This is an optimization exercise on Yosys and OpenROAD, whose aim is small area, a short achievable clock period and few clock cycles per item, not a production implementation. Function was checked by simulation only, so behaviour that the tests miss may differ from the original.

File: design/flow/config.mk
export PLATFORM = sky130hd
export DESIGN_NAME = calc
export DESIGN_NICKNAME = calc
export VERILOG_FILES = /design/flow/design.v
export SDC_FILE = /design/flow/constraint.sdc
export NUM_CORES = 4
export LEC_CHECK = 0
export CAP_MARGIN = 20
export CORE_MARGIN = 2
export CORE_UTILIZATION = 40
export CTS_BUF_LIST = sky130_fd_sc_hd__clkbuf_8
export SLEW_MARGIN = 20
File: design/flow/standard.sh
#!/bin/bash
# synth_recipe.tcl (not shown) runs the flow's synth.tcl, then flattens the netlist and writes it again
# the make line also repeats each setting of config.mk as NAME=value (left out here)
make -C /OpenROAD-flow-scripts/flow DESIGN_CONFIG=/design/flow/config.mk WORK_HOME=/design/flow/orfs CLKGATE_MAP_FILE= SYNTH_SCRIPT=/design/flow/synth_recipe.tcl "${@:-finish}"
File: design/flow/flow/run.sh
#!/bin/bash
# Layout flow: the standard layout (standard.sh) with two changes.
#  1. Synthesis is the standard synthesis run with Yosys's `synth -noabc`, so
#     the full adders written out in the RTL are found by extract_fa before any
#     ABC restructuring (saving the inverters ABC leaves between them). The
#     registers are the standard synthesis's: same cells, and renamed to the
#     standard synthesis's names (rename_regs.py checks that they pair one to
#     one). If they do not pair, the standard synthesis is used as it is.
#  2. The buffers on the input and output ports are buf_2 cells instead of
#     the flow's default choice, a delay cell (clkdlybuf4s50_1).
# Each step's output goes to a log file of its own in this folder; the ORFS
# tools' own logs are under orfs/logs.
set -euo pipefail
R=$(pwd)/orfs/results/sky130hd/calc/base

# the standard synthesis, kept for its register names
bash standard.sh synth > 1_standard_synth.log 2>&1
cp "$R/1_2_yosys.v" std_1_2_yosys.v

# the same synthesis without ABC in Yosys's synth
rm -f "$R/1_2_yosys.v" "$R/1_synth.odb" "$R/1_synth.sdc"
if bash standard.sh SYNTH_ARGS=-noabc "$R/1_2_yosys.v" > 2_noabc_synth.log 2>&1 &&
   python3 flow/rename_regs.py std_1_2_yosys.v "$R/1_2_yosys.v" renamed_1_2_yosys.v > 3_rename.log 2>&1; then
  cp renamed_1_2_yosys.v "$R/1_2_yosys.v"
else
  echo "no-abc synthesis not used" >> 3_rename.log
  cp std_1_2_yosys.v "$R/1_2_yosys.v"
fi
touch "$R/1_2_yosys.v"

bash standard.sh BUFFER_PORTS_ARGS="-buffer_cell sky130_fd_sc_hd__buf_2" SETUP_SLACK_MARGIN=29.55 finish > 4_layout.log 2>&1
File: design/flow/constraint.sdc
create_clock -name core_clock -period 38.0 [get_ports {clk}]
set_input_delay 7.6000 -clock core_clock [delete_from_list [all_inputs] [get_ports {clk}]]
set_output_delay 7.6000 -clock core_clock [all_outputs]
set_load 0.01 [all_outputs]
File: design/flow/design.v
module calc (
                  input [7:0]  inpA ,
                  input [7:0]  inpB ,
                  input [01:0] inpOpType ,
                  output[15:0] outC  ,
                  input        iValid ,
                  output       iStall ,
                  input        oStall ,
                  output       oValid ,
                  input        clk ,
                  input        rstn
                  ) ;
   reg         v0, v1, vo, vs ;
   reg         nvo, nvs ;
   reg  [7:0]  a0, b0 ;
   reg  [1:0]  op0 ;
   reg         dv1 ;           
   reg  [19:0] r1 ;
   reg  [15:0] ro, rs ;
   wire        frz  = ~nvs ;              
   wire        take = ~oStall | nvo ;     
   wire        sub  = op0[0] ;
   wire [7:0]  bx   = b0 ^ {8{sub}} ;
   wire [8:0]  ac ;
   wire [7:0]  as ;
   assign ac[0] = sub ;
   genvar j ;
   generate
     for (j = 0; j < 8; j = j + 1) begin : g_as
       assign as[j]   = a0[j] ^ bx[j] ^ ac[j] ;
       assign ac[j+1] = (a0[j] & bx[j]) | (a0[j] & ac[j]) | (bx[j] & ac[j]) ;
     end
   endgenerate
   wire        ov   = ac[8] ^ sub ;           
   wire [15:0] r_as = {{7{ov & sub}}, ov, as} ;
   wire [15:0] r_mul ;
   wire m_pp0_0 = a0[0] & b0[0];
   wire m_pp0_1 = a0[0] & b0[1];
   wire m_pp0_2 = a0[0] & b0[2];
   wire m_pp0_3 = a0[0] & b0[3];
   wire m_pp0_4 = a0[0] & b0[4];
   wire m_pp0_5 = a0[0] & b0[5];
   wire m_pp0_6 = a0[0] & b0[6];
   wire m_pp0_7 = a0[0] & b0[7];
   wire m_pp1_0 = a0[1] & b0[0];
   wire m_pp1_1 = a0[1] & b0[1];
   wire m_pp1_2 = a0[1] & b0[2];
   wire m_pp1_3 = a0[1] & b0[3];
   wire m_pp1_4 = a0[1] & b0[4];
   wire m_pp1_5 = a0[1] & b0[5];
   wire m_pp1_6 = a0[1] & b0[6];
   wire m_pp1_7 = a0[1] & b0[7];
   wire m_pp2_0 = a0[2] & b0[0];
   wire m_pp2_1 = a0[2] & b0[1];
   wire m_pp2_2 = a0[2] & b0[2];
   wire m_pp2_3 = a0[2] & b0[3];
   wire m_pp2_4 = a0[2] & b0[4];
   wire m_pp2_5 = a0[2] & b0[5];
   wire m_pp2_6 = a0[2] & b0[6];
   wire m_pp2_7 = a0[2] & b0[7];
   wire m_pp3_0 = a0[3] & b0[0];
   wire m_pp3_1 = a0[3] & b0[1];
   wire m_pp3_2 = a0[3] & b0[2];
   wire m_pp3_3 = a0[3] & b0[3];
   wire m_pp3_4 = a0[3] & b0[4];
   wire m_pp3_5 = a0[3] & b0[5];
   wire m_pp3_6 = a0[3] & b0[6];
   wire m_pp3_7 = a0[3] & b0[7];
   wire m_pp4_0 = a0[4] & b0[0];
   wire m_pp4_1 = a0[4] & b0[1];
   wire m_pp4_2 = a0[4] & b0[2];
   wire m_pp4_3 = a0[4] & b0[3];
   wire m_pp4_4 = a0[4] & b0[4];
   wire m_pp4_5 = a0[4] & b0[5];
   wire m_pp4_6 = a0[4] & b0[6];
   wire m_pp4_7 = a0[4] & b0[7];
   wire m_pp5_0 = a0[5] & b0[0];
   wire m_pp5_1 = a0[5] & b0[1];
   wire m_pp5_2 = a0[5] & b0[2];
   wire m_pp5_3 = a0[5] & b0[3];
   wire m_pp5_4 = a0[5] & b0[4];
   wire m_pp5_5 = a0[5] & b0[5];
   wire m_pp5_6 = a0[5] & b0[6];
   wire m_pp5_7 = a0[5] & b0[7];
   wire m_pp6_0 = a0[6] & b0[0];
   wire m_pp6_1 = a0[6] & b0[1];
   wire m_pp6_2 = a0[6] & b0[2];
   wire m_pp6_3 = a0[6] & b0[3];
   wire m_pp6_4 = a0[6] & b0[4];
   wire m_pp6_5 = a0[6] & b0[5];
   wire m_pp6_6 = a0[6] & b0[6];
   wire m_pp6_7 = a0[6] & b0[7];
   wire m_pp7_0 = a0[7] & b0[0];
   wire m_pp7_1 = a0[7] & b0[1];
   wire m_pp7_2 = a0[7] & b0[2];
   wire m_pp7_3 = a0[7] & b0[3];
   wire m_pp7_4 = a0[7] & b0[4];
   wire m_pp7_5 = a0[7] & b0[5];
   wire m_pp7_6 = a0[7] & b0[6];
   wire m_pp7_7 = a0[7] & b0[7];
   wire m_w1 = m_pp0_6 ^ m_pp1_5;
   wire m_w2 = m_pp0_6 & m_pp1_5;
   wire m_w3 = m_pp0_7 ^ m_pp1_6 ^ m_pp2_5;
   wire m_w4 = (m_pp0_7 & m_pp1_6) | (m_pp0_7 & m_pp2_5) | (m_pp1_6 & m_pp2_5);
   wire m_w5 = m_pp3_4 ^ m_pp4_3;
   wire m_w6 = m_pp3_4 & m_pp4_3;
   wire m_w7 = m_pp1_7 ^ m_pp2_6 ^ m_pp3_5;
   wire m_w8 = (m_pp1_7 & m_pp2_6) | (m_pp1_7 & m_pp3_5) | (m_pp2_6 & m_pp3_5);
   wire m_w9 = m_pp4_4 ^ m_pp5_3;
   wire m_w10 = m_pp4_4 & m_pp5_3;
   wire m_w11 = m_pp2_7 ^ m_pp3_6 ^ m_pp4_5;
   wire m_w12 = (m_pp2_7 & m_pp3_6) | (m_pp2_7 & m_pp4_5) | (m_pp3_6 & m_pp4_5);
   wire m_w13 = m_pp0_4 ^ m_pp1_3;
   wire m_w14 = m_pp0_4 & m_pp1_3;
   wire m_w15 = m_pp0_5 ^ m_pp1_4 ^ m_pp2_3;
   wire m_w16 = (m_pp0_5 & m_pp1_4) | (m_pp0_5 & m_pp2_3) | (m_pp1_4 & m_pp2_3);
   wire m_w17 = m_pp3_2 ^ m_pp4_1;
   wire m_w18 = m_pp3_2 & m_pp4_1;
   wire m_w19 = m_w1 ^ m_pp2_4 ^ m_pp3_3;
   wire m_w20 = (m_w1 & m_pp2_4) | (m_w1 & m_pp3_3) | (m_pp2_4 & m_pp3_3);
   wire m_w21 = m_pp4_2 ^ m_pp5_1 ^ m_pp6_0;
   wire m_w22 = (m_pp4_2 & m_pp5_1) | (m_pp4_2 & m_pp6_0) | (m_pp5_1 & m_pp6_0);
   wire m_w23 = m_w3 ^ m_w5 ^ m_pp5_2;
   wire m_w24 = (m_w3 & m_w5) | (m_w3 & m_pp5_2) | (m_w5 & m_pp5_2);
   wire m_w25 = m_pp6_1 ^ m_pp7_0 ^ m_w2;
   wire m_w26 = (m_pp6_1 & m_pp7_0) | (m_pp6_1 & m_w2) | (m_pp7_0 & m_w2);
   wire m_w27 = m_w7 ^ m_w9 ^ m_pp6_2;
   wire m_w28 = (m_w7 & m_w9) | (m_w7 & m_pp6_2) | (m_w9 & m_pp6_2);
   wire m_w29 = m_pp7_1 ^ m_w4 ^ m_w6;
   wire m_w30 = (m_pp7_1 & m_w4) | (m_pp7_1 & m_w6) | (m_w4 & m_w6);
   wire m_w31 = m_w11 ^ m_pp5_4 ^ m_pp6_3;
   wire m_w32 = (m_w11 & m_pp5_4) | (m_w11 & m_pp6_3) | (m_pp5_4 & m_pp6_3);
   wire m_w33 = m_pp7_2 ^ m_w8 ^ m_w10;
   wire m_w34 = (m_pp7_2 & m_w8) | (m_pp7_2 & m_w10) | (m_w8 & m_w10);
   wire m_w35 = m_pp3_7 ^ m_pp4_6 ^ m_pp5_5;
   wire m_w36 = (m_pp3_7 & m_pp4_6) | (m_pp3_7 & m_pp5_5) | (m_pp4_6 & m_pp5_5);
   wire m_w37 = m_pp6_4 ^ m_pp7_3 ^ m_w12;
   wire m_w38 = (m_pp6_4 & m_pp7_3) | (m_pp6_4 & m_w12) | (m_pp7_3 & m_w12);
   wire m_w39 = m_pp4_7 ^ m_pp5_6 ^ m_pp6_5;
   wire m_w40 = (m_pp4_7 & m_pp5_6) | (m_pp4_7 & m_pp6_5) | (m_pp5_6 & m_pp6_5);
   wire m_w41 = m_pp0_3 ^ m_pp1_2;
   wire m_w42 = m_pp0_3 & m_pp1_2;
   wire m_w43 = m_w13 ^ m_pp2_2 ^ m_pp3_1;
   wire m_w44 = (m_w13 & m_pp2_2) | (m_w13 & m_pp3_1) | (m_pp2_2 & m_pp3_1);
   wire m_w45 = m_w15 ^ m_w17 ^ m_pp5_0;
   wire m_w46 = (m_w15 & m_w17) | (m_w15 & m_pp5_0) | (m_w17 & m_pp5_0);
   wire m_w47 = m_w19 ^ m_w21 ^ m_w16;
   wire m_w48 = (m_w19 & m_w21) | (m_w19 & m_w16) | (m_w21 & m_w16);
   wire m_w49 = m_w23 ^ m_w25 ^ m_w20;
   wire m_w50 = (m_w23 & m_w25) | (m_w23 & m_w20) | (m_w25 & m_w20);
   wire m_w51 = m_w27 ^ m_w29 ^ m_w24;
   wire m_w52 = (m_w27 & m_w29) | (m_w27 & m_w24) | (m_w29 & m_w24);
   wire m_w53 = m_w31 ^ m_w33 ^ m_w28;
   wire m_w54 = (m_w31 & m_w33) | (m_w31 & m_w28) | (m_w33 & m_w28);
   wire m_w55 = m_w35 ^ m_w37 ^ m_w32;
   wire m_w56 = (m_w35 & m_w37) | (m_w35 & m_w32) | (m_w37 & m_w32);
   wire m_w57 = m_w39 ^ m_pp7_4 ^ m_w36;
   wire m_w58 = (m_w39 & m_pp7_4) | (m_w39 & m_w36) | (m_pp7_4 & m_w36);
   wire m_w59 = m_pp5_7 ^ m_pp6_6 ^ m_pp7_5;
   wire m_w60 = (m_pp5_7 & m_pp6_6) | (m_pp5_7 & m_pp7_5) | (m_pp6_6 & m_pp7_5);
   wire m_w61 = m_pp0_2 ^ m_pp1_1;
   wire m_w62 = m_pp0_2 & m_pp1_1;
   wire m_w63 = m_w41 ^ m_pp2_1 ^ m_pp3_0;
   wire m_w64 = (m_w41 & m_pp2_1) | (m_w41 & m_pp3_0) | (m_pp2_1 & m_pp3_0);
   wire m_w65 = m_w43 ^ m_pp4_0 ^ m_w42;
   wire m_w66 = (m_w43 & m_pp4_0) | (m_w43 & m_w42) | (m_pp4_0 & m_w42);
   wire m_w67 = m_w45 ^ m_w14 ^ m_w44;
   wire m_w68 = (m_w45 & m_w14) | (m_w45 & m_w44) | (m_w14 & m_w44);
   wire m_w69 = m_w47 ^ m_w18 ^ m_w46;
   wire m_w70 = (m_w47 & m_w18) | (m_w47 & m_w46) | (m_w18 & m_w46);
   wire m_w71 = m_w49 ^ m_w22 ^ m_w48;
   wire m_w72 = (m_w49 & m_w22) | (m_w49 & m_w48) | (m_w22 & m_w48);
   wire m_w73 = m_w51 ^ m_w26 ^ m_w50;
   wire m_w74 = (m_w51 & m_w26) | (m_w51 & m_w50) | (m_w26 & m_w50);
   wire m_w75 = m_w53 ^ m_w30 ^ m_w52;
   wire m_w76 = (m_w53 & m_w30) | (m_w53 & m_w52) | (m_w30 & m_w52);
   wire m_w77 = m_w55 ^ m_w34 ^ m_w54;
   wire m_w78 = (m_w55 & m_w34) | (m_w55 & m_w54) | (m_w34 & m_w54);
   wire m_w79 = m_w57 ^ m_w38 ^ m_w56;
   wire m_w80 = (m_w57 & m_w38) | (m_w57 & m_w56) | (m_w38 & m_w56);
   wire m_w81 = m_w59 ^ m_w40 ^ m_w58;
   wire m_w82 = (m_w59 & m_w40) | (m_w59 & m_w58) | (m_w40 & m_w58);
   wire m_w83 = m_pp6_7 ^ m_pp7_6 ^ m_w60;
   wire m_w84 = (m_pp6_7 & m_pp7_6) | (m_pp6_7 & m_w60) | (m_pp7_6 & m_w60);
   wire m_w85 = m_pp0_1 ^ m_pp1_0;
   wire m_w86 = m_pp0_1 & m_pp1_0;
   wire m_w87 = m_w61 ^ m_pp2_0 ^ m_w86;
   wire m_w88 = (m_w61 & m_pp2_0) | (m_w61 & m_w86) | (m_pp2_0 & m_w86);
   wire m_w89 = m_w63 ^ m_w62 ^ m_w88;
   wire m_w90 = (m_w63 & m_w62) | (m_w63 & m_w88) | (m_w62 & m_w88);
   wire m_w91 = m_w65 ^ m_w64 ^ m_w90;
   wire m_w92 = (m_w65 & m_w64) | (m_w65 & m_w90) | (m_w64 & m_w90);
   wire m_w93 = m_w67 ^ m_w66 ^ m_w92;
   wire m_w94 = (m_w67 & m_w66) | (m_w67 & m_w92) | (m_w66 & m_w92);
   wire m_w95 = m_w69 ^ m_w68 ^ m_w94;
   wire m_w96 = (m_w69 & m_w68) | (m_w69 & m_w94) | (m_w68 & m_w94);
   wire m_w97 = m_w71 ^ m_w70 ^ m_w96;
   wire m_w98 = (m_w71 & m_w70) | (m_w71 & m_w96) | (m_w70 & m_w96);
   wire m_w99 = m_w73 ^ m_w72 ^ m_w98;
   wire m_w100 = (m_w73 & m_w72) | (m_w73 & m_w98) | (m_w72 & m_w98);
   wire m_w101 = m_w75 ^ m_w74 ^ m_w100;
   wire m_w102 = (m_w75 & m_w74) | (m_w75 & m_w100) | (m_w74 & m_w100);
   wire m_w103 = m_w77 ^ m_w76 ^ m_w102;
   wire m_w104 = (m_w77 & m_w76) | (m_w77 & m_w102) | (m_w76 & m_w102);
   wire m_w105 = m_w79 ^ m_w78 ^ m_w104;
   wire m_w106 = (m_w79 & m_w78) | (m_w79 & m_w104) | (m_w78 & m_w104);
   wire m_w107 = m_w81 ^ m_w80 ^ m_w106;
   wire m_w108 = (m_w81 & m_w80) | (m_w81 & m_w106) | (m_w80 & m_w106);
   wire m_w109 = m_w83 ^ m_w82 ^ m_w108;
   wire m_w110 = (m_w83 & m_w82) | (m_w83 & m_w108) | (m_w82 & m_w108);
   wire m_w111 = m_pp7_7 ^ m_w84 ^ m_w110;
   wire m_w112 = (m_pp7_7 & m_w84) | (m_pp7_7 & m_w110) | (m_w84 & m_w110);
   wire m_w113 = 1'b0 ^ m_w112;
   wire m_w114 = 1'b0 & m_w112;
   assign r_mul = {m_w113,m_w111,m_w109,m_w107,m_w105,m_w103,m_w101,m_w99,m_w97,m_w95,m_w93,m_w91,m_w89,m_w87,m_w85,m_pp0_0};
   wire dhhz1 = ~|b0[7:1] ;
   wire dhhz2 = ~|b0[7:2] ;
   wire dhhz3 = ~|b0[7:3] ;
   wire dhhz4 = ~|b0[7:4] ;
   wire dhhz5 = ~|b0[7:5] ;
   wire dhhz6 = ~|b0[7:6] ;
   wire dhhz7 = ~|b0[7:7] ;
   wire dhhz8 = 1'b1 ;
   wire dh7_hz = dhhz1 ;
   wire [1:0] dh7_br ;
   wire [0:0] dh7_d ;
   assign dh7_br[0] = 1'b0 ;
   assign dh7_d[0] = a0[7] ^ b0[0] ^ dh7_br[0] ;
   assign dh7_br[1] = (~a0[7] & b0[0]) | (~(a0[7] ^ b0[0]) & dh7_br[0]) ;
   wire dh7_q = dh7_hz & ~dh7_br[1] ;
   wire dh7_r0 = dh7_q ? dh7_d[0] : a0[7] ;
   wire dh6_hz = dhhz2 ;
   wire [2:0] dh6_br ;
   wire [1:0] dh6_d ;
   assign dh6_br[0] = 1'b0 ;
   assign dh6_d[0] = a0[6] ^ b0[0] ^ dh6_br[0] ;
   assign dh6_br[1] = (~a0[6] & b0[0]) | (~(a0[6] ^ b0[0]) & dh6_br[0]) ;
   assign dh6_d[1] = dh7_r0 ^ b0[1] ^ dh6_br[1] ;
   assign dh6_br[2] = (~dh7_r0 & b0[1]) | (~(dh7_r0 ^ b0[1]) & dh6_br[1]) ;
   wire dh6_q = dh6_hz & ~dh6_br[2] ;
   wire dh6_r0 = dh6_q ? dh6_d[0] : a0[6] ;
   wire dh6_r1 = dh6_q ? dh6_d[1] : dh7_r0 ;
   wire dh5_hz = dhhz3 ;
   wire [3:0] dh5_br ;
   wire [2:0] dh5_d ;
   assign dh5_br[0] = 1'b0 ;
   assign dh5_d[0] = a0[5] ^ b0[0] ^ dh5_br[0] ;
   assign dh5_br[1] = (~a0[5] & b0[0]) | (~(a0[5] ^ b0[0]) & dh5_br[0]) ;
   assign dh5_d[1] = dh6_r0 ^ b0[1] ^ dh5_br[1] ;
   assign dh5_br[2] = (~dh6_r0 & b0[1]) | (~(dh6_r0 ^ b0[1]) & dh5_br[1]) ;
   assign dh5_d[2] = dh6_r1 ^ b0[2] ^ dh5_br[2] ;
   assign dh5_br[3] = (~dh6_r1 & b0[2]) | (~(dh6_r1 ^ b0[2]) & dh5_br[2]) ;
   wire dh5_q = dh5_hz & ~dh5_br[3] ;
   wire dh5_r0 = dh5_q ? dh5_d[0] : a0[5] ;
   wire dh5_r1 = dh5_q ? dh5_d[1] : dh6_r0 ;
   wire dh5_r2 = dh5_q ? dh5_d[2] : dh6_r1 ;
   wire dh4_hz = dhhz4 ;
   wire [4:0] dh4_br ;
   wire [3:0] dh4_d ;
   assign dh4_br[0] = 1'b0 ;
   assign dh4_d[0] = a0[4] ^ b0[0] ^ dh4_br[0] ;
   assign dh4_br[1] = (~a0[4] & b0[0]) | (~(a0[4] ^ b0[0]) & dh4_br[0]) ;
   assign dh4_d[1] = dh5_r0 ^ b0[1] ^ dh4_br[1] ;
   assign dh4_br[2] = (~dh5_r0 & b0[1]) | (~(dh5_r0 ^ b0[1]) & dh4_br[1]) ;
   assign dh4_d[2] = dh5_r1 ^ b0[2] ^ dh4_br[2] ;
   assign dh4_br[3] = (~dh5_r1 & b0[2]) | (~(dh5_r1 ^ b0[2]) & dh4_br[2]) ;
   assign dh4_d[3] = dh5_r2 ^ b0[3] ^ dh4_br[3] ;
   assign dh4_br[4] = (~dh5_r2 & b0[3]) | (~(dh5_r2 ^ b0[3]) & dh4_br[3]) ;
   wire dh4_q = dh4_hz & ~dh4_br[4] ;
   wire dh4_r0 = dh4_q ? dh4_d[0] : a0[4] ;
   wire dh4_r1 = dh4_q ? dh4_d[1] : dh5_r0 ;
   wire dh4_r2 = dh4_q ? dh4_d[2] : dh5_r1 ;
   wire dh4_r3 = dh4_q ? dh4_d[3] : dh5_r2 ;
   wire [19:0] dstate = {b0, {dh7_q, dh6_q, dh5_q, dh4_q}, {dh4_r3, dh4_r2, dh4_r1, dh4_r0}, a0[3:0]} ;
   wire        dv0  = op0[1] & op0[0] ;
   wire [19:0] r1_n = {dstate[19:16], dv0 ? dstate[15:0] : (op0[1] ? r_mul : r_as)} ;
   wire [7:0]  b1 = r1[19:12] ;
   wire dlhz1 = ~|b1[7:1] ;
   wire dlhz2 = ~|b1[7:2] ;
   wire dlhz3 = ~|b1[7:3] ;
   wire dlhz4 = ~|b1[7:4] ;
   wire dlhz5 = ~|b1[7:5] ;
   wire dlhz6 = ~|b1[7:6] ;
   wire dlhz7 = ~|b1[7:7] ;
   wire dlhz8 = 1'b1 ;
   wire dl3_hz = dlhz5 ;
   wire [5:0] dl3_br ;
   wire [4:0] dl3_d ;
   assign dl3_br[0] = 1'b0 ;
   wire dl3_g0 = ~r1[3] & b1[0] ;
   wire dl3_p0 = ~(r1[3] ^ b1[0]) ;
   wire dl3_g1 = ~r1[4] & b1[1] ;
   wire dl3_p1 = ~(r1[4] ^ b1[1]) ;
   wire dl3_g2 = ~r1[5] & b1[2] ;
   wire dl3_p2 = ~(r1[5] ^ b1[2]) ;
   wire dl3_g3 = ~r1[6] & b1[3] ;
   wire dl3_p3 = ~(r1[6] ^ b1[3]) ;
   wire dl3_g4 = ~r1[7] & b1[4] ;
   wire dl3_p4 = ~(r1[7] ^ b1[4]) ;
   assign dl3_br[1] = dl3_g0 | (dl3_p0 & dl3_br[0]) ;
   assign dl3_br[2] = dl3_g1 | (dl3_p1 & dl3_g0) | (dl3_p1 & dl3_p0 & dl3_br[0]) ;
   assign dl3_br[3] = dl3_g2 | (dl3_p2 & dl3_br[2]) ;
   assign dl3_br[4] = dl3_g3 | (dl3_p3 & dl3_g2) | (dl3_p3 & dl3_p2 & dl3_br[2]) ;
   assign dl3_br[5] = dl3_g4 | (dl3_p4 & dl3_br[4]) ;
   assign dl3_d[0] = r1[3] ^ b1[0] ^ dl3_br[0] ;
   assign dl3_d[1] = r1[4] ^ b1[1] ^ dl3_br[1] ;
   assign dl3_d[2] = r1[5] ^ b1[2] ^ dl3_br[2] ;
   assign dl3_d[3] = r1[6] ^ b1[3] ^ dl3_br[3] ;
   assign dl3_d[4] = r1[7] ^ b1[4] ^ dl3_br[4] ;
   wire dl3_q = dl3_hz & ~dl3_br[5] ;
   wire dl3_r0 = dl3_q ? dl3_d[0] : r1[3] ;
   wire dl3_r1 = dl3_q ? dl3_d[1] : r1[4] ;
   wire dl3_r2 = dl3_q ? dl3_d[2] : r1[5] ;
   wire dl3_r3 = dl3_q ? dl3_d[3] : r1[6] ;
   wire dl3_r4 = dl3_q ? dl3_d[4] : r1[7] ;
   wire dl2_hz = dlhz6 ;
   wire [6:0] dl2_br ;
   wire [5:0] dl2_d ;
   assign dl2_br[0] = 1'b0 ;
   wire dl2_g0 = ~r1[2] & b1[0] ;
   wire dl2_p0 = ~(r1[2] ^ b1[0]) ;
   wire dl2_g1 = ~dl3_r0 & b1[1] ;
   wire dl2_p1 = ~(dl3_r0 ^ b1[1]) ;
   wire dl2_g2 = ~dl3_r1 & b1[2] ;
   wire dl2_p2 = ~(dl3_r1 ^ b1[2]) ;
   wire dl2_g3 = ~dl3_r2 & b1[3] ;
   wire dl2_p3 = ~(dl3_r2 ^ b1[3]) ;
   wire dl2_g4 = ~dl3_r3 & b1[4] ;
   wire dl2_p4 = ~(dl3_r3 ^ b1[4]) ;
   wire dl2_g5 = ~dl3_r4 & b1[5] ;
   wire dl2_p5 = ~(dl3_r4 ^ b1[5]) ;
   assign dl2_br[1] = dl2_g0 | (dl2_p0 & dl2_br[0]) ;
   assign dl2_br[2] = dl2_g1 | (dl2_p1 & dl2_g0) | (dl2_p1 & dl2_p0 & dl2_br[0]) ;
   assign dl2_br[3] = dl2_g2 | (dl2_p2 & dl2_br[2]) ;
   assign dl2_br[4] = dl2_g3 | (dl2_p3 & dl2_g2) | (dl2_p3 & dl2_p2 & dl2_br[2]) ;
   assign dl2_br[5] = dl2_g4 | (dl2_p4 & dl2_br[4]) ;
   assign dl2_br[6] = dl2_g5 | (dl2_p5 & dl2_g4) | (dl2_p5 & dl2_p4 & dl2_br[4]) ;
   assign dl2_d[0] = r1[2] ^ b1[0] ^ dl2_br[0] ;
   assign dl2_d[1] = dl3_r0 ^ b1[1] ^ dl2_br[1] ;
   assign dl2_d[2] = dl3_r1 ^ b1[2] ^ dl2_br[2] ;
   assign dl2_d[3] = dl3_r2 ^ b1[3] ^ dl2_br[3] ;
   assign dl2_d[4] = dl3_r3 ^ b1[4] ^ dl2_br[4] ;
   assign dl2_d[5] = dl3_r4 ^ b1[5] ^ dl2_br[5] ;
   wire dl2_q = dl2_hz & ~dl2_br[6] ;
   wire dl2_r0 = dl2_q ? dl2_d[0] : r1[2] ;
   wire dl2_r1 = dl2_q ? dl2_d[1] : dl3_r0 ;
   wire dl2_r2 = dl2_q ? dl2_d[2] : dl3_r1 ;
   wire dl2_r3 = dl2_q ? dl2_d[3] : dl3_r2 ;
   wire dl2_r4 = dl2_q ? dl2_d[4] : dl3_r3 ;
   wire dl2_r5 = dl2_q ? dl2_d[5] : dl3_r4 ;
   wire dl1_hz = dlhz7 ;
   wire [7:0] dl1_br ;
   wire [6:0] dl1_d ;
   assign dl1_br[0] = 1'b0 ;
   wire dl1_g0 = ~r1[1] & b1[0] ;
   wire dl1_p0 = ~(r1[1] ^ b1[0]) ;
   wire dl1_g1 = ~dl2_r0 & b1[1] ;
   wire dl1_p1 = ~(dl2_r0 ^ b1[1]) ;
   wire dl1_g2 = ~dl2_r1 & b1[2] ;
   wire dl1_p2 = ~(dl2_r1 ^ b1[2]) ;
   wire dl1_g3 = ~dl2_r2 & b1[3] ;
   wire dl1_p3 = ~(dl2_r2 ^ b1[3]) ;
   wire dl1_g4 = ~dl2_r3 & b1[4] ;
   wire dl1_p4 = ~(dl2_r3 ^ b1[4]) ;
   wire dl1_g5 = ~dl2_r4 & b1[5] ;
   wire dl1_p5 = ~(dl2_r4 ^ b1[5]) ;
   wire dl1_g6 = ~dl2_r5 & b1[6] ;
   wire dl1_p6 = ~(dl2_r5 ^ b1[6]) ;
   assign dl1_br[1] = dl1_g0 | (dl1_p0 & dl1_br[0]) ;
   assign dl1_br[2] = dl1_g1 | (dl1_p1 & dl1_g0) | (dl1_p1 & dl1_p0 & dl1_br[0]) ;
   assign dl1_br[3] = dl1_g2 | (dl1_p2 & dl1_br[2]) ;
   assign dl1_br[4] = dl1_g3 | (dl1_p3 & dl1_g2) | (dl1_p3 & dl1_p2 & dl1_br[2]) ;
   assign dl1_br[5] = dl1_g4 | (dl1_p4 & dl1_br[4]) ;
   assign dl1_br[6] = dl1_g5 | (dl1_p5 & dl1_g4) | (dl1_p5 & dl1_p4 & dl1_br[4]) ;
   assign dl1_br[7] = dl1_g6 | (dl1_p6 & dl1_br[6]) ;
   assign dl1_d[0] = r1[1] ^ b1[0] ^ dl1_br[0] ;
   assign dl1_d[1] = dl2_r0 ^ b1[1] ^ dl1_br[1] ;
   assign dl1_d[2] = dl2_r1 ^ b1[2] ^ dl1_br[2] ;
   assign dl1_d[3] = dl2_r2 ^ b1[3] ^ dl1_br[3] ;
   assign dl1_d[4] = dl2_r3 ^ b1[4] ^ dl1_br[4] ;
   assign dl1_d[5] = dl2_r4 ^ b1[5] ^ dl1_br[5] ;
   assign dl1_d[6] = dl2_r5 ^ b1[6] ^ dl1_br[6] ;
   wire dl1_q = dl1_hz & ~dl1_br[7] ;
   wire dl1_r0 = dl1_q ? dl1_d[0] : r1[1] ;
   wire dl1_r1 = dl1_q ? dl1_d[1] : dl2_r0 ;
   wire dl1_r2 = dl1_q ? dl1_d[2] : dl2_r1 ;
   wire dl1_r3 = dl1_q ? dl1_d[3] : dl2_r2 ;
   wire dl1_r4 = dl1_q ? dl1_d[4] : dl2_r3 ;
   wire dl1_r5 = dl1_q ? dl1_d[5] : dl2_r4 ;
   wire dl1_r6 = dl1_q ? dl1_d[6] : dl2_r5 ;
   wire dl0_hz = dlhz8 ;
   wire [8:0] dl0_s = {1'b0, {dl1_r6, dl1_r5, dl1_r4, dl1_r3, dl1_r2, dl1_r1, dl1_r0, r1[0]}} - {1'b0, b1[7:0]} ;
   wire [7:0] dl0_d = dl0_s[7:0] ;
   wire dl0_q = dl0_hz & ~dl0_s[8] ;
   wire [15:0] res = dv1 ? ((b1 == 8'd0) ? 16'd0 : {8'd0, r1[11:8], {dl3_q, dl2_q, dl1_q, dl0_q}})
                         : r1[15:0] ;
   reg         vo_n, vs_n ;
   always @* begin
     vo_n = ~nvo ;
     vs_n = frz ;
     if (take) begin
       if (frz) begin
         vo_n = 1'b1 ;
         vs_n = 1'b0 ;
       end
       else vo_n = v1 ;
     end
     else if (!frz) vs_n = v1 ;
   end
always @(posedge clk or negedge rstn) begin
  if (!rstn) begin
    v0  <= 1'b0 ;
    v1  <= 1'b0 ;
    vo  <= 1'b0 ;
    vs  <= 1'b0 ;
    nvo <= 1'b1 ;
    nvs <= 1'b1 ;
  end
  else begin
    if (!frz) begin
      v0 <= iValid ;
      v1 <= v0 ;
    end
    vo  <= vo_n ;
    vs  <= vs_n ;
    nvo <= ~vo_n ;
    nvs <= ~vs_n ;
  end
end
always @(posedge clk) begin
  if (!frz) begin
    a0  <= inpA ;
    b0  <= inpB ;
    op0 <= inpOpType ;
    dv1 <= dv0 ;
    r1  <= r1_n ;
  end
  if (take) ro <= frz ? rs : res ;
  if (!frz) rs <= res ;
end
assign iStall = vs ;
assign oValid = vo ;
assign outC   = ro ;
endmodule
File: design/flow/flow/rename_regs.py
#!/usr/bin/env python3
"""rename_regs.py STD NEW OUT

STD and NEW are two Yosys netlists of the same design, from the standard
synthesis and from the same synthesis with `synth -noabc`. Their registers are
the same but may differ in the suffix Yosys puts after the register's name
(for example ro[0]$_DFFE_PN_ against ro[0]$_DFFE_PP_: the polarity of the
enable, before it was mapped to the library's enable flip-flop). Write NEW to
OUT with each register instance renamed to the standard synthesis's name.
Exit 1, writing nothing, unless every register pairs one to one, with the
same cell type."""
import re, sys

REG = re.compile(r'^\s*(sky130_fd_sc_hd__\w*df\w*)\s+(\\\S+|\S+)\s*\(', re.M)

def regs(text):
    out = {}
    for cell, name in REG.findall(text):
        base = name.lstrip('\\').split('$')[0]
        if base in out:
            raise SystemExit(f"two registers with base name {base}")
        out[base] = (cell, name)
    return out

std_t = open(sys.argv[1]).read()
new_t = open(sys.argv[2]).read()
std, new = regs(std_t), regs(new_t)
if set(std) != set(new):
    sys.exit(f"register sets differ: {sorted(set(std) ^ set(new))[:10]}")
for b in std:
    if std[b][0] != new[b][0]:
        sys.exit(f"cell type differs for {b}: {std[b][0]} {new[b][0]}")
n = 0
def sub(m):
    global n
    cell, name = m.group(1), m.group(2)
    base = name.lstrip('\\').split('$')[0]
    want = std[base][1]
    if want != name:
        n += 1
    return m.group(0).replace(name, want, 1)
out = REG.sub(sub, new_t)
# no name may be used twice
names = [nm for _, nm in REG.findall(out)]
assert len(names) == len(set(names))
open(sys.argv[3], 'w').write(out)
print(f"{len(std)} registers paired, {n} renamed")
==> results.py, run 1 <==
metrics = {
    "clock_tree": {
        "cts_htree_levels": 3,
        "cts_sinks": 77,
        "cts_resized": 0,
        "ctsHoldBuffers": 0,
        "clkLatencyLatePin_ns": 0.37,
        "clkTransAtPathRegs_ns": 0.09,
        "post_cts_buffers": 0,
        "clockBufferDepth": 2,
        "root_buffer": "clkbuf_8",
        "cts_buffers": 9,
        "tritoncts": "yes",
    },
    "detailed_routing": {
        "drt_drc_violations_left": 0,
        "vias": 3807,
        "ant_nets": 0,
        "drt_first_pass_iters": 4,
        "drt-initial-drc-count": 318,
        "vias_per_cell": 5.35,
        "wire_per_inst_um": 17.7,
        "drt_wl_total_um": 12600,
    },
    "synth": {
        "async_flop_share_pct": 7.79,
        "synth.top_cell.area_share_pct": 27.6,
        "synth_cell_types": 56,
        "yosys-top-cells-area": "edfxtp_1, fa_1, ha_1, and2_1, dfxtp_1",
        "synth_top_cell_by_area": "edfxtp_1",
        "yosysWarnings": 1,
        "synth_edf_count": 55,
        "netlist_area_um2": 5990,
        "synthCells": 489,
        "synth_ff_type": "edfxtp_1",
        "synthesis.nets": 622,
        "ys_ff_latch": 77,
        "ys_seq_area_share_pct": 35.5,
        "syn_avg_cell_area_um2": 12.2,
    },
    "place": {
        "placed_cells": 695,
        "portBuffers": 39,
        "placed_area_um2": 6340,
        "dp_hpwl_um": 9250,
        "routabilityCongestion": 0.890,
    },
    "finish": {
        "antenna_cells": 0,
        "layout_common_cells": "fa_1, and2_1, edfxtp_1",
        "final_common_cell": "fa_1",
        "layout.nets": 655,
        "final_cells": 711,
        "drive_gt1_share_pct": 13.5,
        "area_growth_pct": 9.34,
        "design_area_um2": 6550,
    },
    "sta": {
        "min_period_over_period_pct": 22.3,
        "fin_tns_setup_ns": 0,
        "relSlewSlack_pct": 44.0,
        "worstMarginPinSlew_ns": 0.836,
        "hold_viol_final": 0,
        "grt_setup_unrepaired": "yes",
        "final.setup_skew_ns": 0.0121,
        "fmax_mhz": 118,
        "fin_hold_ws_ns": 0.473,
        "final.min_clock_period_ns": 8.49,
        "slew_violations": 0,
        "setup_viol": 0,
    },
    "status": {
        "status": "timing/DRC/antenna clean",
    },
    "floorplanning": {
        "core_um2": 14600,
        "die_w_um": 126,
        "io_pins": 40,
        "fp-row-count": 44,
        "fp.dieArea_um2": 16000,
        "die_h_um": 126,
        "initial_core_util_pct": 41.0,
    },
    "worst_setup_path": {
        "cpLargestDelayFamily": "flip-flops",
        "critical_path_buf_inv_count": 1,
        "critical_path.max_stage_delay_ns": 0.38,
        "cp.arrival_ns": 0.89,
        "worstSetupStartpointType": "flop",
        "cp_max_fo": 1,
        "cp_slowest_cell": "edfxtp_1",
        "crit_type": "flop to output pin",
        "cp-end-kind": "output pin",
        "crit_chain": "buf_2",
        "worst_ep_required_time_ns": 30.40,
    },
    "global_routing": {
        "antenna_found_initial": 0,
        "first_global_vias": 4201,
        "grt_pass1_wl_um": 21200,
        "track_usage_pct": 16.9,
        "grt.overflow.total": 0,
        "grt_max_degree": 50,
    },
    "flow_run": {
        "drv_cap": 0,
    },
    "worst_hold_path": {
        "hp-class": "flop to flop",
    },
}
## per-layer routing
metal	global-route usage [%]	routed length, um	share of wire [%]
met3	3.58	419	3.3
met5	0	0	0
met1	20.8	5460	43
met4	6.08	278	2.2
met2	29.5	6430	51
## state kept, by name, indices dropped and copies added, names as in the netlist, 2 cells and up
register,count
r1,20
ro,16
rs,16
a0,8
b0,8
op0,2
## layout make-up
type                    instances  area [um2]
inverters                      34         128
clock buffers                   9         124
fillers                      1339        8040
flip-flops and latches         77        2120
multi-input cells             359        3650
well taps                     184         230
clock inverters                 7        78.8
repair buffers                 41         210
## synthesized netlist by cell type, drive strengths merged (7+ instances only)
cell,number
a31oi,10
edfxtp,55
a21o,10
clkbuf,12
o21ai,15
mux2i,13
ha,39
xor2,8
fa,72
dfxtp,16
inv,34
buf,7
a22o,7
nand2,13
a21oi,17
nor2,18
nor3,11
and2,60
## per-stage QoR
step / setup slack, ns / util, %
2_1_floorplan: 29.57 / -
3_3_place_gp: 29.31 / 43.5
3_5_place_dp: 29.27 / 43.5
4_1_cts: 29.47 / 44.9
5_1_grt: 29.45 / 44.9
6_report: 29.51 / 44.9
## cells by family (layout without fill, tap and decap cells)
kind of cell	count (synthesis)	count (layout)	synth area share (%)
AND/OR/NAND/NOR	124	124	12.2
flip-flops	77	77	35.5
AO/OA/AOI/OAI	95	95	11.8
adder cells (fa/ha/maj)	111	111	32.2
XOR/XNOR	12	12	1.76
multiplexers	17	17	2.99
buffers and inverters	53	91	3.53
## path summary, 6_finish.rpt
path | startpoint | endpoint | slack [ns] | cells after the start
setup reg to reg | r1[12]$_DFFE_PP_ | ro[0]$_DFFE_PN_ | 29.98 | 26
setup / recovery | ro[14]$_DFFE_PN_ | outC[14] | 29.51 | 1
min in group asynchronous | rstn | v0$_DFFE_PN0P_ | 7.03 | 1
hold reg to reg | rs[13]$_DFF_P_ | rs[13]$_DFF_P_ | 0.47 | 1
max in group asynchronous | rstn | nvo$_DFF_PN1_ | 30.76 | 1
hold / removal | rs[13]$_DFF_P_ | rs[13]$_DFF_P_ | 0.47 | 1
Testbench counts, summed over its fixed seeds: cycles 12,024, items 12,000.
==> run 2: changes to the inputs <==
--- a/design/flow/flow/run.sh
+++ b/design/flow/flow/run.sh
@@ -29,3 +29,3 @@
 touch "$R/1_2_yosys.v"
 
-bash standard.sh BUFFER_PORTS_ARGS="-buffer_cell sky130_fd_sc_hd__buf_2" SETUP_SLACK_MARGIN=29.55 finish > 4_layout.log 2>&1
+bash standard.sh BUFFER_PORTS_ARGS="-buffer_cell sky130_fd_sc_hd__buf_4" SETUP_SLACK_MARGIN=29.75 finish > 4_layout.log 2>&1
==> results.py, run 2 <==
metrics = {
    "finish": {
        "final_common_cell": "fa_1",
        "layout.nets": 656,
        "drive_gt1_share_pct": 14.0,
        "reg_top3": "r1 (20), ro (16), rs (16)",
        "largest_register": "r1",
        "layout_common_cells": "fa_1, and2_1, edfxtp_1",
        "multi_input_comb_area_um2": 3660,
        "largest_register_ffs": 20,
        "seqCellArea_um2": 2120,
        "fillers": 1315,
        "area_growth_pct": 12.2,
        "final_cells": 712,
        "antenna_cells": 0,
    },
    "worst_setup_path": {
        "r2r-start": "r1[12]$_DFFE_PP_",
        "cp_slowest_cell": "edfxtp_1",
        "cpLargestDelayFamily": "flip-flops",
        "cp_max_fo": 1,
        "r2r_slack_ns": 30.31,
        "cp-end-kind": "output pin",
        "critical_path_buf_inv_count": 1,
        "critical_path.max_stage_delay_ns": 0.39,
        "worst_ep_required_time_ns": 30.40,
        "crit_type": "flop to output pin",
        "reg2reg_to": "ro[0]$_DFFE_PN_",
        "rr_worst_depth": 26,
        "worstSetupStartpointType": "flop",
        "crit_chain": "buf_6",
        "cp.arrival_ns": 0.90,
    },
    "synth": {
        "ys_ff_latch": 77,
        "synth_cell_types": 56,
        "syn_avg_cell_area_um2": 12.2,
        "synthesis.nets": 622,
        "ys_seq_area_share_pct": 35.5,
        "async_flop_share_pct": 7.79,
        "synth_ff_type": "edfxtp_1",
        "synthCells": 489,
        "yosysWarnings": 1,
        "synth_edf_count": 55,
        "yosys-top-cells-area": "edfxtp_1, fa_1, ha_1, and2_1, dfxtp_1",
        "synth_common_cells": "fa_1, and2_1, edfxtp_1",
        "synth_top_cell_by_area": "edfxtp_1",
        "synth_most_common_cell": "fa_1",
        "netlist_area_um2": 5990,
        "synth.top_cell.area_share_pct": 27.6,
    },
    "sta": {
        "fmax_mhz": 118,
        "grt_setup_unrepaired": "yes",
        "final.min_clock_period_ns": 8.50,
        "slew_violations": 0,
        "relSlewSlack_pct": 42.5,
        "setup_viol": 0,
        "fin_tns_setup_ns": 0,
        "hold_viol_final": 0,
        "final.setup_skew_ns": 0.0129,
        "min_period_over_period_pct": 22.4,
        "worstMarginPinSlew_ns": 0.858,
    },
    "worst_hold_path": {
        "min-delay-start": "rs[12]$_DFF_P_",
        "hold_path_depth": 1,
        "holdPathEnd": "rs[12]$_DFF_P_",
        "hp-class": "flop to flop",
    },
    "detailed_routing": {
        "drt-initial-drc-count": 233,
        "drt_first_pass_iters": 4,
        "vias_per_cell": 5.45,
        "vias": 3883,
        "drt_drc_violations_left": 0,
        "drt_wl_total_um": 12600,
        "ant_nets": 0,
        "wire_per_inst_um": 17.6,
    },
    "global_routing": {
        "antenna_found_initial": 0,
        "grt_pass1_wl_um": 20800,
        "track_usage_pct": 16.7,
        "first_global_vias": 4041,
        "grt_max_degree": 50,
        "grt.overflow.total": 0,
    },
    "floorplanning": {
        "core_um2": 14600,
        "io_pins": 40,
        "die_h_um": 126,
        "die_w_um": 126,
        "initial_core_util_pct": 41.0,
        "fp-row-count": 44,
        "fp.dieArea_um2": 16000,
    },
    "place": {
        "dp_hpwl_um": 9430,
        "portBuffers": 39,
        "placed_cells": 696,
        "routabilityCongestion": 0.852,
    },
    "clock_tree": {
        "cts_htree_levels": 3,
        "clockBufferDepth": 2,
        "root_buffer": "clkbuf_8",
        "tritoncts": "yes",
        "cts_sinks": 77,
        "post_cts_buffers": 0,
        "clkTransAtPathRegs_ns": 0.08,
        "cts_buffers": 9,
        "clkLatencyLatePin_ns": 0.37,
    },
    "status": {
        "status": "timing/DRC/antenna clean",
    },
    "flow_run": {
        "drv_cap": 0,
    },
}
run 2: cell counts after synthesis:
No cell type changed its count.
run 2: worst max path at each step:
stage / startpoint / end / cells past startpoint
2_1_floorplan: oStall / ro[0]$_DFFE_PN_ / 2
3_3_place_gp: oStall / ro[6]$_DFFE_PN_ / 3
3_5_place_dp: oStall / ro[6]$_DFFE_PN_ / 3
4_1_cts: ro[5]$_DFFE_PN_ / outC[5] / 1
5_1_grt: ro[13]$_DFFE_PN_ / outC[13] / 1
6_report: ro[5]$_DFFE_PN_ / outC[5] / 1
run 2: final cells by class:
| class | count | share of cell area (%) |
|---|---|---|
| Clock inverter | 7 | 1.10 |
| Clock buffer | 9 | 1.84 |
| Timing Repair Buffer | 42 | 5.64 |
| Sequential cell | 77 | 31.6 |
| Tap cell | 184 | 3.43 |
| Inverter | 34 | 1.94 |
| Multi-Input combinational cell | 359 | 54.4 |
run 2: kinds of logic (layout without fill, tap and decap cells):
| family | after synthesis | count (layout) | synth area share (%) |
|---|---|---|---|
| AND/OR/NAND/NOR | 124 | 124 | 12.2 |
| adder cells (fa/ha/maj) | 111 | 111 | 32.2 |
| AO/OA/AOI/OAI | 95 | 95 | 11.8 |
| flip-flops | 77 | 77 | 35.5 |
| buffers and inverters | 53 | 92 | 3.53 |
| multiplexers | 17 | 17 | 2.99 |
| XOR/XNOR | 12 | 12 | 1.76 |
run 2: timing repair:
item	CTS	global route
hold buffers	0	0
resized for setup	10	8
endpoints found under the setup margin	18	20
run 2: layer usage:
metal  GRT usage (%)  part of all wire (%)  vias up
li1                -                     -     1782
met1            20.0                    42     2001
met2            29.6                    52       81
met3            3.80                   3.6       19
met4            5.82                   2.1        0
met5               0                     0        -
run 2: metrics by stage:
stage	hold slack, ns	utilization (%)	setup WS [ns]	instance area [um2]
final	0.480	46.0	29.50	6720
after global routing	0.510	46.0	29.46	6720
after CTS	0.487	45.8	29.47	6690
after detailed placement	0.464	44.2	29.61	6450
after global placement	0.466	44.2	29.62	6450
after floorplan	0.428	-	29.80	5990
==> run 3: changes to the inputs <==
--- a/design/flow/flow/run.sh
+++ b/design/flow/flow/run.sh
@@ -29,3 +29,3 @@
 touch "$R/1_2_yosys.v"
 
-bash standard.sh BUFFER_PORTS_ARGS="-buffer_cell sky130_fd_sc_hd__buf_4" SETUP_SLACK_MARGIN=29.75 finish > 4_layout.log 2>&1
+bash standard.sh BUFFER_PORTS_ARGS="-buffer_cell sky130_fd_sc_hd__buf_2" SETUP_SLACK_MARGIN=29.75 finish > 4_layout.log 2>&1
--- a/design/flow/config.mk
+++ b/design/flow/config.mk
@@ -9,4 +9,6 @@
 export CORE_MARGIN = 2
 export CORE_UTILIZATION = 40
-export CTS_BUF_LIST = sky130_fd_sc_hd__clkbuf_8
+export CTS_BUF_LIST = sky130_fd_sc_hd__clkbuf_16
+export CTS_CLUSTER_DIAMETER = 500
+export CTS_CLUSTER_SIZE = 100
 export SLEW_MARGIN = 20
==> results.py, run 3 <==
metrics = {
    "status": {
        "status": "timing/DRC/antenna clean",
    },
    "floorplanning": {
        "die_h_um": 126,
        "core_um2": 14600,
        "io_pins": 40,
        "fp-row-count": 44,
        "fp.dieArea_um2": 16000,
        "die_w_um": 126,
        "initial_core_util_pct": 41.0,
    },
    "flow_run": {
        "drv_cap": 0,
    },
    "worst_setup_path": {
        "crit_type": "flop to output pin",
        "cp_max_fo": 1,
        "critical_path.max_stage_delay_ns": 0.36,
        "critical_path_buf_inv_count": 1,
        "cp_slowest_cell": "edfxtp_1",
        "cpLargestDelayFamily": "flip-flops",
        "cp-end-kind": "output pin",
        "crit_chain": "buf_2",
        "worstSetupStartpointType": "flop",
        "worst_ep_required_time_ns": 30.40,
        "cp.arrival_ns": 0.85,
    },
    "finish": {
        "final_common_cell": "fa_1",
        "area_growth_pct": 11.0,
        "layout_common_cells": "fa_1, and2_1, edfxtp_1",
        "largest_register_ffs": 20,
        "design_area_um2": 6640,
        "reg_top3": "r1 (20), ro (16), rs (16)",
        "layout.nets": 656,
        "antenna_cells": 0,
        "largest_register": "r1",
        "drive_gt1_share_pct": 14.2,
    },
    "synth": {
        "ys_seq_area_share_pct": 35.5,
        "synth_edf_count": 55,
        "synthesis.nets": 622,
        "synth.top_cell.area_share_pct": 27.6,
        "syn_avg_cell_area_um2": 12.2,
        "synth_ff_type": "edfxtp_1",
        "synth_common_cells": "fa_1, and2_1, edfxtp_1",
        "async_flop_share_pct": 7.79,
        "synth_cell_types": 56,
        "yosys-top-cells-area": "edfxtp_1, fa_1, ha_1, and2_1, dfxtp_1",
        "synth_top_cell_by_area": "edfxtp_1",
        "synth_most_common_cell": "fa_1",
        "ys_ff_latch": 77,
        "yosysWarnings": 1,
        "netlist_area_um2": 5990,
        "synthCells": 489,
    },
    "detailed_routing": {
        "ant_nets": 0,
        "vias_per_cell": 5.42,
        "drt_wl_total_um": 12700,
        "drt_drc_violations_left": 0,
        "wire_per_inst_um": 17.8,
        "drt_first_pass_iters": 5,
        "vias": 3861,
        "drt-initial-drc-count": 208,
    },
    "clock_tree": {
        "clkTransAtPathRegs_ns": 0.07,
        "ctsHoldBuffers": 0,
        "tritoncts": "yes",
        "cts_sinks": 77,
        "clkLatencyLatePin_ns": 0.34,
        "root_buffer": "clkbuf_16",
        "cts_buffers": 9,
        "post_cts_buffers": 0,
        "cts_htree_levels": 3,
        "clockBufferDepth": 2,
    },
    "sta": {
        "grt_setup_unrepaired": "yes",
        "slew_violations": 0,
        "final.min_clock_period_ns": 8.45,
        "fin_hold_ws_ns": 0.471,
        "setup_viol": 0,
        "hold_viol_final": 0,
        "min_period_over_period_pct": 22.2,
        "fin_tns_setup_ns": 0,
        "worstMarginPinSlew_ns": 0.783,
        "final.setup_skew_ns": 0.0143,
        "fmax_mhz": 118,
        "fin_ws_ns": 29.55,
        "relSlewSlack_pct": 47.8,
    },
    "global_routing": {
        "first_global_vias": 4251,
        "grt_max_degree": 50,
        "busiest_layer": "met2",
        "use_met2_pct": 31.0,
        "met3_usage_pct": 3.12,
        "use_met1_pct": 20.2,
        "track_usage_pct": 17.1,
        "antenna_found_initial": 0,
        "grt.overflow.total": 0,
        "grt_pass1_wl_um": 21400,
    },
    "place": {
        "dp_hpwl_um": 9520,
        "placed_area_um2": 6360,
        "place_ws_ns": 29.61,
        "routabilityCongestion": 0.837,
        "portBuffers": 39,
    },
    "worst_hold_path": {
        "hp-class": "flop to flop",
    },
}
[run 3: cell count changes in the layout (fill, tap and decap cells not counted)]
cell and delta:
buf_2 +39, clkinv_4 +3, inv_1 -1, clkbuf_8 -9, inv_6 -1, buf_4 -22
inv_8 +1, clkbuf_16 +9, clkinv_2 +1, bufinv_16 -1, buf_6 -17, clkinvlp_4 -2
[run 3: cell families after synthesis]
logic type / synth area share, %
simple gates: 12.2
fa+ha+maj: 32.2
compound gates: 11.8
flops: 35.5
buf+inv: 3.53
mux: 2.99
xor+xnor: 1.76
[run 3: worst paths after layout]
kind,from,end,slack [ns],cells past startpoint
setup / recovery,ro[10]$_DFFE_PN_,outC[10],29.55,1
hold / removal,rs[12]$_DFF_P_,rs[12]$_DFF_P_,0.47,1
setup reg to reg,r1[12]$_DFFE_PP_,ro[0]$_DFFE_PN_,30.28,25
hold reg to reg,rs[12]$_DFF_P_,rs[12]$_DFF_P_,0.47,1
max in group asynchronous,rstn,nvo$_DFF_PN1_,30.70,1
min in group asynchronous,rstn,vs$_DFF_PN0_,7.08,1
[run 3: layout make-up]
cell class,count,area (um2)
Inverter,34,130
Multi-Input combinational cell,359,3660
Clock inverter,7,58.8
Timing Repair Buffer,42,218
Sequential cell,77,2120
Clock buffer,9,225
Fill cell,1319,7950
Tap cell,184,230
[run 3: timing repair]
| item | in CTS | in global routing |
|---|---|---|
| gates resized for setup | 0 | 1 |
| endpoints found under the hold margin | 0 | 0 |
| endpoints found under the setup margin | 18 | 20 |
[run 3: stage by stage]
stage | instances | util [%]
final | 712 | 45.5
after global placement | 696 | 43.6
after floorplan | 489 | -
after global routing | 712 | 45.5
after CTS | 712 | 45.5
after detailed placement | 696 | 43.6
[run 3: metal layers]
| layer | share of wire (%) | vias up |
|---|---|---|
| li1 | - | 1793 |
| met1 | 41 | 1973 |
| met2 | 53 | 76 |
| met3 | 3.0 | 19 |
| met4 | 2.4 | 0 |
| met5 | 0 | - |
==> run 4: changes to the inputs <==
==> design/flow/flow/run.sh (replaced) <==
#!/bin/bash
set -euo pipefail
R=$(pwd)/orfs/results/sky130hd/calc/base

# the standard synthesis, kept for its register names
bash standard.sh synth > 1_standard_synth.log 2>&1
cp "$R/1_2_yosys.v" std_1_2_yosys.v

# the same synthesis without ABC in Yosys's synth
rm -f "$R/1_2_yosys.v" "$R/1_synth.odb" "$R/1_synth.sdc"
if bash standard.sh SYNTH_ARGS=-noabc "$R/1_2_yosys.v" > 2_noabc_synth.log 2>&1 &&
   python3 flow/rename_regs.py std_1_2_yosys.v "$R/1_2_yosys.v" renamed_1_2_yosys.v > 3_rename.log 2>&1; then
  cp renamed_1_2_yosys.v "$R/1_2_yosys.v"
else
  echo "no-abc synthesis not used" >> 3_rename.log
  cp std_1_2_yosys.v "$R/1_2_yosys.v"
fi
touch "$R/1_2_yosys.v"

bash standard.sh BUFFER_PORTS_ARGS="-buffer_cell sky130_fd_sc_hd__buf_2" SETUP_SLACK_MARGIN=29.55 finish > 4_layout.log 2>&1
==> design/flow/config.mk (replaced) <==
export PLATFORM = sky130hd
export DESIGN_NAME = calc
export DESIGN_NICKNAME = calc
export VERILOG_FILES = /design/flow/design.v
export SDC_FILE = /design/flow/constraint.sdc
export NUM_CORES = 4
export LEC_CHECK = 0
export ABC_AREA = 1
export CAP_MARGIN = 20
export CORE_MARGIN = 2
export CORE_UTILIZATION = 40
export CTS_BUF_LIST = sky130_fd_sc_hd__clkbuf_8
export SLEW_MARGIN = 20
==> results.py, run 4 <==
metrics = {
    "detailed_routing": {
        "drt_drc_violations_left": 0,
        "vias_per_cell": 4.83,
        "drt_first_pass_iters": 4,
        "vias": 3895,
        "ant_nets": 0,
        "drt-initial-drc-count": 183,
        "wire_per_inst_um": 14.8,
        "drt_wl_total_um": 11900,
    },
    "worst_hold_path": {
        "hp-class": "flop to flop",
        "holdPathEnd": "rs[11]$_DFF_P_",
        "min-delay-start": "rs[11]$_DFF_P_",
        "hold_path_depth": 2,
    },
    "synth": {
        "yosys.area_share.xor_xnor_pct": 1.75,
        "synth.top_cell.area_share_pct": 27.5,
        "synth_top_cell_by_area": "edfxtp_1",
        "synth_mux_area_share_pct": 0.167,
        "synth_common_cells": "nand2_1, inv_1, fa_1",
        "yosys-top-cells-area": "edfxtp_1, fa_1, nand2_1, ha_1, inv_1",
        "yosysWarnings": 1,
        "synthCells": 589,
        "synth_most_common_cell": "nand2_1",
        "ys_seq_area_share_pct": 35.4,
        "async_flop_share_pct": 7.79,
        "ys_ff_latch": 77,
        "netlist_area_um2": 6010,
        "synth_top_family_by_area": "adder cells",
        "synth_ff_type": "edfxtp_1",
        "synth_compound_gate_area_share_pct": 6.64,
        "syn_avg_cell_area_um2": 10.2,
        "synthesis.nets": 722,
        "synth_fa_ha_area_share_pct": 32.1,
        "synth_simple_gate_area_share_pct": 15.4,
        "synth_cell_types": 40,
        "synth_edf_count": 55,
    },
    "worst_setup_path": {
        "crit_chain": "buf_2",
        "cp_slowest_cell": "edfxtp_1",
        "rr_worst_depth": 18,
        "worst_ep_required_time_ns": 30.40,
        "crit_type": "flop to output pin",
        "cp_max_fo": 1,
        "critical_path.max_stage_delay_ns": 0.37,
        "critical_path_buf_inv_count": 1,
        "worstSetupStartpointType": "flop",
        "cp.arrival_ns": 0.88,
        "cp-end-kind": "output pin",
        "r2r_slack_ns": 30.92,
        "cpLargestDelayFamily": "flip-flops",
        "r2r-start": "b0[3]$_DFFE_PP_",
        "reg2reg_to": "r1[15]$_DFFE_PP_",
    },
    "finish": {
        "drive_gt1_share_pct": 14.8,
        "largest_register": "r1",
        "design_area_um2": 6520,
        "layout_common_cells": "nand2_1, inv_1, fa_1",
        "largest_register_ffs": 20,
        "area_growth_pct": 8.43,
        "layout.nets": 750,
        "reg_top3": "r1 (20), ro (16), rs (16)",
        "final_cells": 806,
        "antenna_cells": 0,
        "final_common_cell": "nand2_1",
    },
    "floorplanning": {
        "io_pins": 40,
        "fp.dieArea_um2": 16000,
        "fp-row-count": 44,
        "die_w_um": 127,
        "die_h_um": 127,
        "core_um2": 14600,
        "initial_core_util_pct": 41.2,
    },
    "flow_run": {
        "drv_cap": 0,
    },
    "status": {
        "status": "timing/DRC/antenna clean",
    },
    "sta": {
        "hold_viol_final": 0,
        "setup_viol": 0,
        "worstMarginPinSlew_ns": 0.985,
        "fin_tns_setup_ns": 0,
        "fin_hold_ws_ns": 0.477,
        "relSlewSlack_pct": 34.3,
        "final.min_clock_period_ns": 8.48,
        "slew_violations": 0,
        "min_period_over_period_pct": 22.3,
        "final.setup_skew_ns": 0.0132,
        "grt_setup_unrepaired": "yes",
        "fmax_mhz": 118,
    },
    "clock_tree": {
        "cts_sinks": 77,
        "clockBufferDepth": 2,
        "cts_buffers": 9,
        "post_cts_buffers": 0,
        "root_buffer": "clkbuf_8",
        "clkLatencyLatePin_ns": 0.37,
        "cts_htree_levels": 3,
        "tritoncts": "yes",
        "clkTransAtPathRegs_ns": 0.08,
        "ctsHoldBuffers": 0,
    },
    "place": {
        "dp_hpwl_um": 9170,
        "routabilityCongestion": 0.837,
        "placed_cells": 790,
        "portBuffers": 39,
        "placed_area_um2": 6310,
    },
    "global_routing": {
        "track_usage_pct": 16.2,
        "first_global_vias": 4112,
        "grt_pass1_wl_um": 20400,
        "antenna_found_initial": 0,
        "grt_max_degree": 44,
        "grt.overflow.total": 0,
    },
}
run 4: area by class of cell:
type,instances,area [um2]
fill,1343,8070
clock inverter,7,78.8
timing repair buffer,40,203
clock buffer,9,124
sequential,77,2120
tap,184,230
multi-input combinational,386,3370
inverter,103,387
run 4: worst max-delay path by stage:
stage,start,to,slack (ns),cells past startpoint
6_report,ro[15]$_DFFE_PN_,outC[15],29.52,1
5_1_grt,ro[15]$_DFFE_PN_,outC[15],29.47,1
4_1_cts,ro[15]$_DFFE_PN_,outC[15],29.48,1
3_5_place_dp,oStall,ro[14]$_DFFE_PN_,29.39,4
3_3_place_gp,oStall,ro[0]$_DFFE_PN_,29.43,4
2_1_floorplan,oStall,ro[0]$_DFFE_PN_,29.62,3
run 4: kinds of logic (layout without fill, tap and decap cells):
group / after synthesis / count (layout)
flip-flops: 77 / 77
multiplexers: 1 / 1
XOR/XNOR: 12 / 12
adder cells (fa/ha/maj): 111 / 111
AO/OA/AOI/OAI: 62 / 62
buffers and inverters: 126 / 159
AND/OR/NAND/NOR: 200 / 200
run 4: layer usage:
layer	part of all wire [%]	up-vias	track usage, %
met5	0	-	0
met4	2.0	0	6.21
met3	2.8	17	2.19
met2	48	77	26.9
met1	47	1877	21.6
li1	-	1924	-
run 4: through the flow:
stage / setup WS (ns) / utilization, %
final: 29.52 / 44.7
after global routing: 29.47 / 44.7
after global placement: 29.43 / 43.3
after floorplan: 29.62 / -
after CTS: 29.48 / 44.7
after detailed placement: 29.39 / 43.3
run 4: tightest hold or removal path, stage by stage, from the launching register on:
cell and delay [ns]:
dfxtp_1 0.31, nand2_1 0.05, o21ai_1 0.07
run 4: timing repair:
action	in CTS	in global routing
gates cloned	0	0
endpoints found under the setup margin	18	18
resized for setup	0	0
pin swaps	0	0

what the ideal ports hide:
No port has a modelled driver above. Below, the same layouts with a new extraction and two added sets of constraints.
Step 1 (the two cells are an assumption about what drives the block):
set clk [get_ports {clk}]
set_driving_cell -lib_cell sky130_fd_sc_hd__clkbuf_16 $clk
set_driving_cell -lib_cell sky130_fd_sc_hd__buf_2 [delete_from_list [all_inputs] $clk]
Step 2, shift: input delay + t, output delay - t, t = (earliest + latest rising clock arrival at the registers) / 2. This alone moves slack from input paths to output paths.
a / b / c = ideal ports / drivers / drivers and shift; a / b = the first two.
run	t, ns	setup WS [ns]	worst hold slack (ns)	worst setup path after step 2	worst data-port slew with drivers (ns)
run 1	0.402	29.508 / 29.474 / 29.293	0.473 / 0.473 / 0.473	input to register	0.03
run 2	0.402	29.505 / 29.466 / 29.621	0.480 / 0.480 / 0.480	input to register	0.04
run 3	0.377	29.554 / 29.514 / 29.617	0.471 / 0.471 / 0.471	input to register	0.03
run 4	0.399	29.516 / 29.483 / 29.416	0.477 / 0.477 / 0.477	input to register	0.03
After both steps every run listed still meets setup and hold. For run 1, which loses most, drivers alone change the setup slack by -0.034 ns; drivers and shift together by -0.215 ns.
